What follows belongs to an exercise in optimizing a design on an open flow for small area and a short achievable clock period; a production flow would make more cautious choices. No activity file was given, so power comes from the tool's default toggle rates.

// arm16_core
module arm16_core(
    input clk,
    input rst,
    output [15:0] mem_addr,
    input [15:0] mem_rdata,
    input [3:0] dbg_sel,
    output [15:0] dbg,
    output exec
    );
reg ex;
reg [15:0] ir;
reg [15:0] r0, r1, r2, r3, r4, r5, r6, r7;
reg [7:0] asel;             
reg [7:0] bsel;             
reg bk_lo, bk_mid, bk_hi;   
reg inv, cin, ar, la;       
assign exec = ex;
assign mem_addr = r7;
wire [15:0] m = mem_rdata;
wire m_b = m[15:13] == 3'b110;
wire m_alui = m[15:14] == 2'b10;
wire m_a7 = m_b | (m[15:11] == 5'b11100 & m[7:4] == 4'b1111);
wire [2:0] m_asel = m_a7 ? 3'd7 : m[10:8];
wire m_breg = m[15:13] == 3'b111 & m[12:11] != 2'b00;
wire m_bk8 = m[15:14] != 2'b11;
wire m_bk4 = m[15:11] == 5'b11100;
wire [2:0] m_op = m_alui ? m[13:11] : m_b ? 3'd4 : m[6:4];
wire m_anone = m_op == 3'd0 | m_op == 3'd2;   
wire fetch_next = rst | ex;   
always @(posedge clk) begin
  ex <= ~rst & ~ex;
  if (fetch_next) begin
    asel <= 8'h80;            
    bsel <= 8'h00;
    bk_lo <= 1'b0;
    bk_mid <= 1'b0;
    bk_hi <= 1'b0;
    inv <= 1'b0;
    cin <= 1'b0;
    ar <= 1'b1;
    la <= 1'b0;
  ...
Size in the first run: about 650 cells after synthesis, roughly 170 flip-flops, ~55 I/O pins, ~8500 um2 of cells after synthesis.
==> flow/config.mk <==
export PLATFORM = sky130hd
export DESIGN_NAME = arm16_core
export DESIGN_NICKNAME = arm16_core
export VERILOG_FILES = /design/flow/design.v
export SDC_FILE = /design/flow/constraint.sdc
export NUM_CORES = 4
export LEC_CHECK = 0
export CAP_MARGIN = 20
export CORE_MARGIN = 2
export CORE_UTILIZATION = 40
export CTS_BUF_LIST = sky130_fd_sc_hd__clkbuf_8
export SETUP_SLACK_MARGIN = 4.3
export SLEW_MARGIN = 20
export SYNTH_HIERARCHICAL = 1
==> flow/constraint.sdc <==
create_clock -name core_clock -period 8.5 [get_ports {clk}]
set_input_delay 1.7000 -clock core_clock [delete_from_list [all_inputs] [get_ports {clk}]]
set_output_delay 1.7000 -clock core_clock [all_outputs]
set_load 0.01 [all_outputs]
standard.sh (not shown) runs the stock make flow with config.mk's settings and CLKGATE_MAP_FILE= SYNTH_SCRIPT=/design/flow/synth_recipe.tcl, a recipe that flattens the netlist after the stock synthesis.
==> flow/flow/run.sh <==
#!/bin/bash
# Own layout flow: the standard flow (standard synthesis, ORFS steps), with
#  - port buffers of the smallest buffer cell (every port still gets one),
#  - CTS without dummy clock loads.
# Each ORFS step writes its own log under orfs/logs/; make's output goes to make_finish.log.
set -euo pipefail
cd "$(dirname "$0")/.."
export BUFFER_PORTS_ARGS="-buffer_cell sky130_fd_sc_hd__buf_1"
export CTS_ARGS="-sink_clustering_enable -repair_clock_nets -buf_list sky130_fd_sc_hd__clkbuf_8 -dont_use_dummy_load"
bash standard.sh finish > make_finish.log 2>&1
Then changed:
SETUP_SLACK_MARGIN = 3.6   (was 4.3)
What happened:
- clock skew is higher by 0.0099 ns
- non-clock buffer count is lower by 24
- synthesized cell count does not change
- global-route usage is lower by 1.9 points
- worst setup slack loses 0.18 ns
Then changed:
==> flow/run.sh (new file) <==
#!/bin/bash
# synth_recipe.tcl (not shown) runs the flow's synth.tcl, then flattens the netlist and writes it again
# the make line also repeats each setting of config.mk as NAME=value (left out here)
make -C /OpenROAD-flow-scripts/flow DESIGN_CONFIG=/design/flow/config.mk WORK_HOME=/design/flow/orfs CLKGATE_MAP_FILE= SYNTH_SCRIPT=/design/flow/synth_recipe.tcl finish
SETUP_SLACK_MARGIN = 4.3   (was 3.6)
removed: flow/flow/run.sh
removed: flow/standard.sh
The changed run produced a clean layout.
Fmax went up by about 3%.
Die area is unchanged.
Utilization went up by 5.7 points.
Non-clock buffer count went up by 50.
Sequential cell count is unchanged.
Via count went up by 4.9%.
Worst setup slack gets better by 0.14 ns.
Clock skew went down by 0.016 ns.
Routed wire length went up by 7.9%.
Area after synthesis does not change.
No functional check of the RTL was part of any run of this note.

* * *

The RTL this note starts from:
==> flow/design.v <==
module ALU(
    output [15:0] s,
    input [15:0] a,
    input [15:0] b,
    input inv,
    input cin,
    input ar,
    input la
    );
wire [15:0] bx = b ^ {16{inv}};
wire [15:0] p = a ^ bx;
wire [15:0] g = a & bx;
wire [15:0] g1, p1, g2, p2, g3, p3, g4;
genvar i;
generate for (i = 0; i < 16; i = i + 1) begin : pf
  if (i == 0) begin
    assign g1[i] = g[0] | p[0] & cin; assign p1[i] = 1'b0;
  end else if (i == 1) begin
    assign g1[i] = g[1] | p[1] & g1[0]; assign p1[i] = 1'b0;
  end else if (i % 2 == 1) begin
    assign g1[i] = g[i] | p[i] & g[i-1]; assign p1[i] = p[i] & p[i-1];
  end else begin
    assign g1[i] = g[i]; assign p1[i] = p[i];
  end
  if (i % 4 >= 2) begin
    assign g2[i] = g1[i] | p1[i] & g1[(i/4)*4+1]; assign p2[i] = p1[i] & p1[(i/4)*4+1];
  end else begin
    assign g2[i] = g1[i]; assign p2[i] = p1[i];
  end
  if (i % 8 >= 4) begin
    assign g3[i] = g2[i] | p2[i] & g2[(i/8)*8+3]; assign p3[i] = p2[i] & p2[(i/8)*8+3];
  end else begin
    assign g3[i] = g2[i]; assign p3[i] = p2[i];
  end
  if (i >= 8) begin
    assign g4[i] = g3[i] | p3[i] & g3[7];
  end else begin
    assign g4[i] = g3[i];
  end
end endgenerate
wire [15:0] c = {g4[14:0], cin};   
assign s = la ? g : p ^ (c & {16{ar}});
endmodule
module c_aoi222(output y, input a1, a2, b1, b2, c1, c2);
assign y = ~(a1 & a2 | b1 & b2 | c1 & c2);
endmodule
module c_aoi22(output y, input a1, a2, b1, b2);
assign y = ~(a1 & a2 | b1 & b2);
endmodule
module c_nand3(output y, input a, b, c);
assign y = ~(a & b & c);
endmodule
module c_nand4(output y, input a, b, c, d);
assign y = ~(a & b & c & d);
endmodule
module c_a21o(output y, input a1, a2, b1);
assign y = a1 & a2 | b1;
endmodule
module aomux8(
    output y,
    input [7:0] s,
    input [7:0] r
    );
assign y = ~(~(s[0] & r[0] | s[1] & r[1]) & ~(s[2] & r[2] | s[3] & r[3]) &
             ~(s[4] & r[4] | s[5] & r[5]) & ~(s[6] & r[6] | s[7] & r[7]));
endmodule
module regmux8(
    output [15:0] q,
    input [7:0] sel,
    input [15:0] r0, r1, r2, r3, r4, r5, r6, r7
    );
genvar i;
generate for (i = 0; i < 16; i = i + 1) begin : sl
  aomux8 u(q[i], sel, {r7[i], r6[i], r5[i], r4[i], r3[i], r2[i], r1[i], r0[i]});
end endgenerate
endmodule
module bmux(
    output [15:0] q,
    input [7:0] sel,
    input [15:0] r0, r1, r2, r3, r4, r5, r6, r7,
    input [15:0] k,
    input [15:0] x,
    input two_n
    );
wire [15:0] t0, t1, t2;
genvar i;
generate for (i = 0; i < 16; i = i + 1) begin : sl
  c_aoi222 u0(t0[i], sel[0], r0[i], sel[1], r1[i], sel[2], r2[i]);
  c_aoi222 u1(t1[i], sel[3], r3[i], sel[4], r4[i], sel[5], r5[i]);
  c_aoi222 u2(t2[i], sel[6], r6[i], sel[7], r7[i], k[i], x[i]);
  if (i == 1) begin : two
    c_nand4 u3(q[i], t0[i], t1[i], t2[i], two_n);
  end else begin : one
    c_nand3 u3(q[i], t0[i], t1[i], t2[i]);
  end
end endgenerate
endmodule
module dbgmux(
    output [15:0] q,
    input [3:0] s,
    input [15:0] r0, r1, r2, r3, r4, r5, r6, r7, ir
    );
wire [8:0] h0, h1, h2, h3;
dbgdec dec0_(h0, s);
dbgdec dec1_(h1, s);
dbgdec dec2_(h2, s);
dbgdec dec3_(h3, s);
wire [15:0] t;
genvar i;
generate for (i = 0; i < 16; i = i + 1) begin : sl
  wire [8:0] h = i < 4 ? h0 : i < 8 ? h1 : i < 12 ? h2 : h3;
  aomux8 u0(t[i], h[7:0], {r7[i], r6[i], r5[i], r4[i], r3[i], r2[i], r1[i], r0[i]});
  c_a21o u1(q[i], h[8], ir[i], t[i]);
end endgenerate
endmodule
module dbgdec(
    output [8:0] h,
    input [3:0] s
    );
assign h[0] = s == 4'd0;
assign h[1] = s == 4'd1;
assign h[2] = s == 4'd2;
assign h[3] = s == 4'd3;
assign h[4] = s == 4'd4;
assign h[5] = s == 4'd5;
assign h[6] = s == 4'd6;
assign h[7] = s == 4'd7;
assign h[8] = s == 4'd8;
endmodule
module arm16_core(
    input clk,
    input rst,
    output [15:0] mem_addr,
    input [15:0] mem_rdata,
    input [3:0] dbg_sel,
    output [15:0] dbg,
    output exec
    );
reg ex;
reg [15:0] ir;
reg [15:0] r0, r1, r2, r3, r4, r5, r6, r7;
reg [7:0] asel;             
reg [7:0] bsel;             
reg bk_lo, bk_mid, bk_hi;   
reg inv, cin, ar, la;       
assign exec = ex;
assign mem_addr = r7;
wire [15:0] m = mem_rdata;
wire m_b = m[15:13] == 3'b110;
wire m_alui = m[15:14] == 2'b10;
wire m_a7 = m_b | (m[15:11] == 5'b11100 & m[7:4] == 4'b1111);
wire [2:0] m_asel = m_a7 ? 3'd7 : m[10:8];
wire m_breg = m[15:13] == 3'b111 & m[12:11] != 2'b00;
wire m_bk8 = m[15:14] != 2'b11;
wire m_bk4 = m[15:11] == 5'b11100;
wire [2:0] m_op = m_alui ? m[13:11] : m_b ? 3'd4 : m[6:4];
wire m_anone = m_op == 3'd0 | m_op == 3'd2;   
wire fetch_next = rst | ex;   
always @(posedge clk) begin
  ex <= ~rst & ~ex;
  if (fetch_next) begin
    asel <= 8'h80;            
    bsel <= 8'h00;
    bk_lo <= 1'b0;
    bk_mid <= 1'b0;
    bk_hi <= 1'b0;
    inv <= 1'b0;
    cin <= 1'b0;
    ar <= 1'b1;
    la <= 1'b0;
  end else begin
    asel <= m_anone ? 8'h00 : 8'h01 << m_asel;
    bsel <= m_breg ? 8'h01 << m[2:0] : 8'h00;
    bk_lo <= m_bk8 | m_b | m_bk4;
    bk_mid <= m_bk8 | m_b;
    bk_hi <= m_b;
    inv <= m_op == 3'd2 | m_op == 3'd6 | m_op == 3'd7;
    cin <= m_op == 3'd6;
    ar <= m_op[2];
    la <= m_op == 3'd1;
  end
end
wire [15:0] a;
regmux8 amux_(a, asel, r0, r1, r2, r3, r4, r5, r6, r7);
wire [15:0] b;
bmux bmux_(b, bsel, r0, r1, r2, r3, r4, r5, r6, r7,
  {{8{bk_hi}}, {4{bk_mid}}, {4{bk_lo}}}, {{8{ir[8]}}, ir[7:0]}, ex);
wire [15:0] y;
ALU alu_(y, a, b, inv, cin, ar, la);
wire [15:0] wd = rst ? 16'h0 : y;
wire [2:0] dst = ir[15:14] == 2'b10 ? ir[10:8] : 3'd7;
wire we = ex & ~rst;
always @(posedge clk) begin
  if (rst | ~ex) ir <= rst ? 16'h0 : mem_rdata;
  if (rst | we & dst == 3'd0) r0 <= wd;
  if (rst | we & dst == 3'd1) r1 <= wd;
  if (rst | we & dst == 3'd2) r2 <= wd;
  if (rst | we & dst == 3'd3) r3 <= wd;
  if (rst | we & dst == 3'd4) r4 <= wd;
  if (rst | we & dst == 3'd5) r5 <= wd;
  if (rst | we & dst == 3'd6) r6 <= wd;
  if (rst | ~ex | we & dst == 3'd7) r7 <= wd;
end
dbgmux dbg_(dbg, dbg_sel, r0, r1, r2, r3, r4, r5, r6, r7, ir);
endmodule
==> flow/config.mk <==
export PLATFORM = sky130hd
export DESIGN_NAME = arm16_core
export DESIGN_NICKNAME = arm16_core
export VERILOG_FILES = /design/flow/design.v
export SDC_FILE = /design/flow/constraint.sdc
export NUM_CORES = 4
export LEC_CHECK = 0
export CAP_MARGIN = 20
export CORE_MARGIN = 2
export CORE_UTILIZATION = 55
export CTS_BUF_LIST = sky130_fd_sc_hd__clkbuf_8
export SETUP_SLACK_MARGIN = 3.9
export SLEW_MARGIN = 20
export SYNTH_HIERARCHICAL = 1
==> flow/constraint.sdc <==
create_clock -name core_clock -period 8.5 [get_ports {clk}]
set_input_delay 1.7000 -clock core_clock [delete_from_list [all_inputs] [get_ports {clk}]]
set_output_delay 1.7000 -clock core_clock [all_outputs]
set_load 0.01 [all_outputs]
==> flow/flow/run.sh <==
#!/bin/bash
# Own layout flow: the standard flow (standard synthesis, ORFS steps), with
#  - port buffers of the smallest buffer cell (every port still gets one),
#  - CTS without dummy clock loads.
# Each ORFS step writes its own log under orfs/logs/; make's output goes to make_finish.log.
set -euo pipefail
cd "$(dirname "$0")/.."
export BUFFER_PORTS_ARGS="-buffer_cell sky130_fd_sc_hd__buf_1"
export CTS_ARGS="-sink_clustering_enable -repair_clock_nets -buf_list sky130_fd_sc_hd__clkbuf_8 -dont_use_dummy_load"
bash standard.sh finish > make_finish.log 2>&1
Next try:
SETUP_SLACK_MARGIN = 4.2   (was 3.9)
- via count drops slightly
- worst hold slack gets better by 0.021 ns
- clock power hardly moves
- global-route usage climbs by 1.0 points
No run of this note included a check of the RTL's function; only the layout flow was run.

* * *

Another version of the RTL of arm16_core (not shown whole).
Size: about 680 cells after synthesis.
clock: 8.5 ns
lec_check: 0
cap_margin: 20
core_margin: 2
core_utilization: 55
cts_buf_list: sky130_fd_sc_hd__clkbuf_8
setup_slack_margin: 3.9
slew_margin: 20
synth_hierarchical: 1
==> flow/flow/run.sh <==
#!/bin/bash
# Own layout flow: the standard flow (standard synthesis, ORFS steps), with
#  - port buffers of the smallest buffer cell (every port still gets one),
#  - CTS without dummy clock loads.
# Each ORFS step writes its own log under orfs/logs/; make's output goes to make_finish.log.
set -euo pipefail
cd "$(dirname "$0")/.."
export BUFFER_PORTS_ARGS="-buffer_cell sky130_fd_sc_hd__buf_1"
export CTS_ARGS="-sink_clustering_enable -repair_clock_nets -sink_clustering_size 50 -sink_clustering_max_diameter 300 -root_buf sky130_fd_sc_hd__clkbuf_8 -buf_list sky130_fd_sc_hd__clkbuf_16 -dont_use_dummy_load"
bash standard.sh finish > make_finish.log 2>&1
==> next run, changes <==
--- a/flow/flow/run.sh
+++ b/flow/flow/run.sh
@@ -8,3 +8,3 @@
 export BUFFER_PORTS_ARGS="-buffer_cell sky130_fd_sc_hd__buf_1"
-export CTS_ARGS="-sink_clustering_enable -repair_clock_nets -sink_clustering_size 50 -sink_clustering_max_diameter 300 -root_buf sky130_fd_sc_hd__clkbuf_8 -buf_list sky130_fd_sc_hd__clkbuf_16 -dont_use_dummy_load"
+export CTS_ARGS="-sink_clustering_enable -repair_clock_nets -buf_list sky130_fd_sc_hd__clkbuf_8 -dont_use_dummy_load"
 bash standard.sh finish > make_finish.log 2>&1
--- a/flow/config.mk
+++ b/flow/config.mk
@@ -9,3 +9,3 @@
 export CORE_MARGIN = 2
-export CORE_UTILIZATION = 55
+export CORE_UTILIZATION = 40
 export CTS_BUF_LIST = sky130_fd_sc_hd__clkbuf_8
Effect: Cell area came out higher slightly; non-clock buffer count goes up by 8; sequential power hardly moves.
==> next run, changes <==
--- a/flow/config.mk
+++ b/flow/config.mk
@@ -9,5 +9,5 @@
 export CORE_MARGIN = 2
-export CORE_UTILIZATION = 40
+export CORE_UTILIZATION = 55
 export CTS_BUF_LIST = sky130_fd_sc_hd__clkbuf_8
-export SETUP_SLACK_MARGIN = 3.9
+export SETUP_SLACK_MARGIN = 3.7
 export SLEW_MARGIN = 20
What happened: The changed run ran to the end with no violations. Global-route usage rises by 8.4 points. Power falls by a few percent. Wire length falls by a few percent.
No functional check of the RTL was part of any run of this note.

## re-timing with driven ports
How much do the figures lean on ideal ports? The routed layouts below were timed once more, with nothing changed but the port constraints. Step 1 assumes that a clkbuf_16 drives the clock port and a buf_2 every other input. Step 2, shift: input delay + t, output delay - t, t = (earliest + latest rising clock arrival at the registers) / 2. This alone moves slack from input paths to output paths. Slacks: ideal / step 1 / step 2; pairs: ideal / step 1.
run	t (ns)	setup WS [ns]	worst hold slack (ns)	worst setup path at the end	worst data-port slew with drivers (ns)
the first run of note 1	0.489	3.835 / 3.758 / 3.758	0.894 / 0.894 / 0.894	input to output	0.14
the second run of note 1	0.500	3.655 / 3.631 / 3.631	0.945 / 0.945 / 0.945	input to output	0.03
the third run of note 1	0.518	3.793 / 3.693 / 3.693	0.895 / 0.895 / 0.895	input to output	0.12
the first run of note 2	0.499	3.842 / 3.775 / 3.775	0.954 / 0.954 / 0.954	input to output	0.09
the second run of note 2	0.506	3.815 / 3.747 / 3.747	0.975 / 0.975 / 0.975	input to output	0.09
the first run of note 3	0.570	3.878 / 3.794 / 3.794	0.887 / 0.887 / 0.887	input to output	0.13
the second run of note 3	0.496	3.841 / 3.734 / 3.734	0.947 / 0.947 / 0.947	input to output	0.18
the third run of note 3	0.484	3.709 / 3.679 / 3.679	0.886 / 0.886 / 0.886	input to output	0.04
After both steps every run listed still meets setup and hold. For the second run of note 3, which loses most, drivers alone change the setup slack by -0.107 ns; drivers and shift together by -0.107 ns.
